This is an optimization exercise on Yosys and OpenROAD, whose aim is small area and a short achievable clock period, not a production implementation.
In this exercise RTL edits were held to simulation tests only and were not proved equivalent to the original.
Power figures rest on the tool's default switching activity, not on a simulated workload.

==> flow/design.v (excerpt) <==
module cpu(input clk, reset, interrupt,
           input [7:0] datamem_data, usermem_data_in,
           output [7:0] datamem_address, usermem_address, usermem_data_out,
           output rw,
           output [7:0] v1, v2);
    wire [1:0] rsel1, rsel2, wsel;
    wire [7:0] pc_jumpaddr, wdata, read1, read2, alu_out;
    wire we, pc_jump, pc_freeze;
    pc pc0(clk, reset, pc_jump, pc_freeze, pc_jumpaddr, datamem_address);
    regfile reg0(clk, reset, we, wsel, rsel1, rsel2, wdata, read1, read2, v1, v2);
    alu alu0(read1, read2, datamem_data[6:4], alu_out);
    control cntrl0(clk, reset, interrupt, datamem_data, datamem_address, usermem_data_in,
                   read1, read2, alu_out, rsel1, rsel2, wsel, we, wdata,
                   usermem_address, usermem_data_out, pc_jumpaddr, rw, pc_jump, pc_freeze);
endmodule
Size in the first run: about 88 flip-flops, roughly 60 I/O pins, roughly 6300 sq um of cells after synthesis.
export LEC_CHECK = 0
export CAP_MARGIN = 20
export CORE_MARGIN = 2
export CORE_UTILIZATION = 55
export CTS_BUF_LIST = sky130_fd_sc_hd__clkbuf_8
export SETUP_SLACK_MARGIN = 4.0
export SLEW_MARGIN = 20
create_clock -name core_clock -period 8.5 [get_ports {clk}]
standard.sh (not shown) runs the stock make flow with config.mk's settings and CLKGATE_MAP_FILE= SYNTH_SCRIPT=/design/flow/synth_recipe.tcl, a recipe that flattens the netlist after the stock synthesis.
==> flow/flow/run.sh <==
#!/bin/bash
# The standard layout (the standard.sh, unchanged synthesis), with the
# port buffers inserted as plain buf cells instead of the default delay
# buffer cell. ORFS writes each step's full log under orfs/logs; the make
# output goes to layout.log here.
set -euo pipefail
bash standard.sh "BUFFER_PORTS_ARGS=-buffer_cell sky130_fd_sc_hd__buf_2" finish > layout.log 2>&1
Edit:
--- a/flow/flow/run.sh
+++ b/flow/flow/run.sh
@@ -6,2 +6,2 @@
 set -euo pipefail
-bash standard.sh "BUFFER_PORTS_ARGS=-buffer_cell sky130_fd_sc_hd__buf_2" finish > layout.log 2>&1
+bash standard.sh "BUFFER_PORTS_ARGS=-buffer_cell sky130_fd_sc_hd__buf_1" finish > layout.log 2>&1
- CTS_CLUSTER_SIZE: not set -> 30
Outcome: The changed run produced a clean layout; routed wire length went up by 2.1%; register-to-register slack gets better by 0.03 ns; total power increases by 0.85%; global-route usage rose by 0.32 points; area after synthesis stays the same; setup slack degrades by 0.038 ns; worst hold slack barely changes; non-clock buffer count came out lower by 1; flip-flop and latch count is unchanged; clock-buffer cell count decreases by 2.
Edit:
--- a/flow/flow/run.sh
+++ b/flow/flow/run.sh
@@ -6,2 +6,2 @@
 set -euo pipefail
-bash standard.sh "BUFFER_PORTS_ARGS=-buffer_cell sky130_fd_sc_hd__buf_1" finish > layout.log 2>&1
+bash standard.sh "BUFFER_PORTS_ARGS=-buffer_cell sky130_fd_sc_hd__buf_2" finish > layout.log 2>&1
- CORE_UTILIZATION: 55 -> 40
- CTS_CLUSTER_SIZE: 30 -> not set
Outcome:
- synthesized cell count stays the same
- total power grows by 0.45%
- worst hold slack loses 0.018 ns
- via count is lower by 1.8%
- clock power goes up by about 2%
- final cell count climbs by 7.4%
- sequential share of layout area went down by 0.44 points
Edit:
- ABC_AREA: not set -> 1
The new run finished clean.
Routed wire length came out higher by 6.6%.
Final cell count increases by about 20%.
Design area went up by 2.0%.
Synthesized area decreases by about 1.1%.
Combinational power decreases by 10%.
First-iteration DRC count came out higher by 32%.
Flip-flop and latch count stays the same.
Register-to-register slack degrades by 0.07 ns.

* * *

The RTL this note starts from:
==> flow/design.v <==
module ksadd (input [7:0] a, b, input cin, output [7:0] s);
wire [7:0] p0 = a ^ b;
wire [7:0] g0 = a & b;
wire [7:0] g1, p1, g2, p2, g3;
assign g1[0] = g0[0] | (p0[0] & cin);
assign p1[0] = 1'b0;
genvar i;
generate
    for (i = 1; i < 8; i = i + 1)
    begin : l1
        assign g1[i] = g0[i] | (p0[i] & (i == 1 ? g1[0] : g0[i-1]));
        assign p1[i] = p0[i] & p0[i-1];
    end
    for (i = 0; i < 8; i = i + 1)
    begin : l2
        if (i < 2)
        begin : lo
            assign g2[i] = g1[i];
            assign p2[i] = 1'b0;
        end
        else
        begin : hi
            assign g2[i] = g1[i] | (p1[i] & g1[i-2]);
            assign p2[i] = p1[i] & p1[i-2];
        end
    end
    for (i = 0; i < 8; i = i + 1)
    begin : l3
        if (i < 4)
        begin : lo
            assign g3[i] = g2[i];
        end
        else
        begin : hi
            assign g3[i] = g2[i] | (p2[i] & g2[i-4]);
        end
    end
endgenerate
assign s = p0 ^ {g3[6:0], cin};
endmodule
module alu (input [7:0] b, a,
            input [2:0] op,
            output reg [7:0] y);
wire [7:0] add, sub;
ksadd add0(a, b, 1'b0, add);
ksadd sub0(a, ~b, 1'b1, sub);
wire [7:0] rsn = (|b[7:3]) ? 8'b0 : (a >> b[2:0]);
always @*
begin
    case (op)
        3'd0: y = a | b;
        3'd1: y = a & b;
        3'd2: y = ~a;
        3'd3: y = a ^ b;
        3'd4: y = add;
        3'd5: y = sub;
        3'd6: y = b;
        default: y = rsn;
    endcase
end
endmodule
module pc (input clk, reset, jump, freeze,
           input [7:0] jmpaddr,
           output reg [7:0] data);
always @(posedge clk)
begin
    if (reset)
        data <= 8'b0;
    else if (jump)
        data <= jmpaddr;
    else if (!freeze)
        data <= data + 8'd1;
end
endmodule
module regfile (input clk, reset, we,
                input [1:0] wsel, rsel1, rsel2,
                input [7:0] wdata,
                output [7:0] read1, read2, v1, v2);
reg [7:0] r0, r1, r2, r3;
wire [7:0] d = reset ? 8'b0 : wdata;
always @(posedge clk)
begin
    if (reset || (we && wsel == 2'd0)) r0 <= d;
    if (reset || (we && wsel == 2'd1)) r1 <= d;
    if (reset || (we && wsel == 2'd2)) r2 <= d;
    if (reset || (we && wsel == 2'd3)) r3 <= d;
end
function [7:0] sel4(input [1:0] s, input [7:0] x0, x1, x2, x3);
    case (s)
        2'd0: sel4 = x0;
        2'd1: sel4 = x1;
        2'd2: sel4 = x2;
        default: sel4 = x3;
    endcase
endfunction
assign read1 = sel4(rsel1, r0, r1, r2, r3);
assign read2 = sel4(rsel2, r0, r1, r2, r3);
assign v1    = reset ? 8'b0 : r0;
assign v2    = reset ? 8'b0 : r1;
endmodule
module control (input clk, reset, interrupt,
                input [7:0] datamem_data, datamem_address, usermem_data_in,
                input [7:0] read1, read2, alu_out,
                output [1:0] rsel1, rsel2, wsel,
                output we,
                output [7:0] wdata,
                output reg [7:0] usermem_address, usermem_data_out, pc_jmpaddr,
                output reg rw,
                output pc_jump, pc_freeze);
localparam S0   = 3'd0;   
localparam S1   = 3'd1;   
localparam S2J  = 3'd2;   
localparam S2S  = 3'd3;   
localparam S3   = 3'd4;   
localparam S4   = 3'd5;   
localparam S56  = 3'd6;   
reg [2:0] stage;
reg [7:0] sp;
reg [7:0] regdata;           
reg [3:0] ins;               
wire [7:0] dd = datamem_data;
wire [3:0] hi = dd[7:4];
wire s0  = (stage == S0);
wire s1  = (stage == S1);
wire s4  = (stage == S4);
wire s56 = (stage == S56);
wire run = !interrupt && !reset;
wire rst = !interrupt && reset;   
wire eq  = (read1 == read2);
wire op_alu  = !dd[7];
wire op_jmp  = (hi == 4'h9);
wire op_call = (hi == 4'ha);
wire op_b    = (hi == 4'hb);
wire op_rts  = op_b && dd[3:0] == 4'h0;
wire op_stsp = op_b && dd[3:0] == 4'h1;
wire op_pop  = op_b && dd[3:0] == 4'h2;
wire op_ldsp = op_b && dd[3:0] == 4'h4;
wire op_push = op_b && dd[3:0] == 4'h8;
wire op_ieq  = (hi == 4'hc);
wire op_ine  = (hi == 4'hd);
wire op_two  = dd[7] && !dd[4] && !dd[5] && !dd[6] || (hi == 4'he) || (hi == 4'hf);
wire ins_ld  = (ins[3:2] == 2'b00);
wire ins_st  = (ins[3:2] == 2'b10);
wire ins_lum = (ins[3:2] == 2'b11);
assign rsel1 = dd[3:2];
assign rsel2 = dd[1:0];
assign wsel  = s1 ? ins[1:0] : dd[1:0];
assign pc_jump   = (stage == S2J) || s4;
assign pc_freeze = s56;
assign we    = !interrupt && ((s0 && (op_alu || op_stsp)) || (s1 && !ins_st));
assign wdata = s1 ? (ins_ld ? dd : regdata) : (dd[7] ? sp : alu_out);
wire       sp_dec = dd[4] && !dd[3];         
wire [7:0] sp_x   = sp ^ {8{sp_dec}};    
wire [7:0] sp_t;
assign sp_t[0] = 1'b1;
genvar k;
generate
    for (k = 1; k < 8; k = k + 1)
    begin : spt
        assign sp_t[k] = sp_t[k-1] & sp_x[k-1];
    end
endgenerate
wire [7:0] sp_pm  = sp ^ sp_t;
always @(posedge clk)
begin
    ins <= {dd[5:4], dd[1:0]};
    if (!interrupt && s0)
        usermem_data_out <= (!dd[6] && !dd[4]) ? datamem_address : read1;
    if (interrupt || reset || (s0 && (op_jmp || op_call)) || s4)
        pc_jmpaddr <= interrupt ? 8'hfd : reset ? 8'h00 : s4 ? usermem_data_in : read2;
    if (rst || (run && ((s0 && (op_alu || op_stsp)) || (s1 && ins_ld) || s56)))
        regdata <= reset ? 8'h00 : s56 ? usermem_data_in : wdata;
    if (rst || (run && s0 && (op_call || op_rts || op_pop || op_push || op_ldsp)))
        sp <= reset ? 8'h00 : op_ldsp ? read1 : sp_pm;
    if (rst || (run && ((s0 && (op_call || op_rts || op_pop || op_push)) || (s1 && !ins_ld))))
        usermem_address <= reset ? 8'h00 : s1 ? dd : op_push ? sp_pm : sp;
    if (!interrupt)
        rw <= !reset && ((s0 && (op_call || op_push)) || (s1 && ins_st));
    if (interrupt || reset)
        stage <= S2J;
    else
        case (stage)
        S0:
            if (op_jmp || op_call)                stage <= S2J;
            else if (op_rts)                      stage <= S4;
            else if (op_pop)                      stage <= S56;
            else if ((op_ieq && eq) || (op_ine && !eq)) stage <= S3;
            else if (op_two)                      stage <= S1;
            else                                  stage <= S0;
        S1:  stage <= ins_lum ? S56 : S0;
        S3:  stage <= (hi <= 4'hd) ? S0 : S2S;
        S4:  stage <= S2J;
        default: stage <= S0;     
        endcase
end
endmodule
module cpu(input clk, reset, interrupt,
           input [7:0] datamem_data, usermem_data_in,
           output [7:0] datamem_address, usermem_address, usermem_data_out,
           output rw,
           output [7:0] v1, v2);
    wire [1:0] rsel1, rsel2, wsel;
    wire [7:0] pc_jumpaddr, wdata, read1, read2, alu_out;
    wire we, pc_jump, pc_freeze;
    pc pc0(clk, reset, pc_jump, pc_freeze, pc_jumpaddr, datamem_address);
    regfile reg0(clk, reset, we, wsel, rsel1, rsel2, wdata, read1, read2, v1, v2);
    alu alu0(read1, read2, datamem_data[6:4], alu_out);
    control cntrl0(clk, reset, interrupt, datamem_data, datamem_address, usermem_data_in,
                   read1, read2, alu_out, rsel1, rsel2, wsel, we, wdata,
                   usermem_address, usermem_data_out, pc_jumpaddr, rw, pc_jump, pc_freeze);
endmodule
export LEC_CHECK = 0
export CAP_MARGIN = 20
export CORE_MARGIN = 2
export CORE_UTILIZATION = 65
export CTS_BUF_LIST = sky130_fd_sc_hd__clkbuf_8
export CTS_CLUSTER_SIZE = 30
export PLACE_DENSITY = 0.8
export SETUP_SLACK_MARGIN = 4.3
export SLEW_MARGIN = 20
create_clock -name core_clock -period 8.5 [get_ports {clk}]
==> flow/flow/run.sh <==
#!/bin/bash
# The standard layout (the standard.sh) with two changes: the port
# buffers are plain buf cells instead of the default delay-buffer cell, and
# Yosys does not map adders to the library's fixed half/full-adder cells
# (ABC maps that logic with the rest). Registers are untouched. ORFS writes
# each step's full log under orfs/logs; make's output goes to layout.log.
set -euo pipefail
bash standard.sh "ADDER_MAP_FILE=" "BUFFER_PORTS_ARGS=-buffer_cell sky130_fd_sc_hd__buf_2" finish > layout.log 2>&1
The baseline went through all stages and came out clean.
Change:
==> flow/flow/run.sh (replaced) <==
#!/bin/bash
set -euo pipefail
W=$(pwd)
cat > "$W/flow_synth.tcl" <<EOT
proc abc {args} {
  set i [lsearch -exact \$args -script]
  if {\$i >= 0} { set args [lreplace \$args \$i [expr {\$i + 1}] -script $W/flow/abc.script] }
  puts "flow: abc \$args"
  yosys abc {*}\$args
}
source $W/synth_recipe.tcl
EOT
bash standard.sh "SYNTH_SCRIPT=$W/flow_synth.tcl" "ADDER_MAP_FILE=" \
  "BUFFER_PORTS_ARGS=-buffer_cell sky130_fd_sc_hd__buf_2" finish > layout.log 2>&1
==> flow/flow/abc.script (new file) <==
strash
dch
&get -n
&nf -R 1000
&put
CORE_UTILIZATION = 55   (was 65)
PLACE_DENSITY = unset   (was 0.8)
Final cell count rose by 15%.
Non-clock buffer count rose by 32.
Final area rose by 6.9%.
Setup slack gets worse by 0.15 ns.
Routed wire length rose by 7.3%.

port drivers added, routing unchanged:
How much do the figures lean on ideal ports? The routed layouts below were timed once more, with nothing changed but the port constraints.
Step 1, drivers: a clkbuf_16 drives clk and a buf_2 each remaining input, both assumed.
Step 2 adds t to the input delays and takes it off the output delays; t is the mean of the earliest and latest rising clock arrival at the registers after step 1. Input paths then give back, and output paths get back, about the clock's delay inside the block.
Slacks: ideal / step 1 / step 2; pairs: ideal / step 1.
| run | shift t [ns] | setup slack, ns | hold WS [ns] | worst setup path after step 2 |
|---|---|---|---|---|
| the first run of note 1 | 0.403 | 4.114 / 4.111 / 3.708 | 0.547 / 0.547 / 0.547 | input to register |
| the second run of note 1 | 0.406 | 4.076 / 4.063 / 3.679 | 0.548 / 0.548 / 0.548 | input to register |
| the third run of note 1 | 0.404 | 4.079 / 4.052 / 3.710 | 0.530 / 0.530 / 0.530 | input to register |
| the fourth run of note 1 | 0.413 | 4.193 / 4.165 / 3.839 | 0.555 / 0.555 / 0.555 | input to register |
| the first run of note 2 | 0.403 | 4.308 / 4.288 / 3.885 | 0.543 / 0.543 / 0.543 | input to register |
| the second run of note 2 | 0.409 | 4.160 / 4.132 / 3.723 | 0.539 / 0.539 / 0.539 | input to register |
After both steps every run listed still meets setup and hold. For the second run of note 2, which loses most, drivers alone change the setup slack by -0.028 ns; drivers and shift together by -0.437 ns.
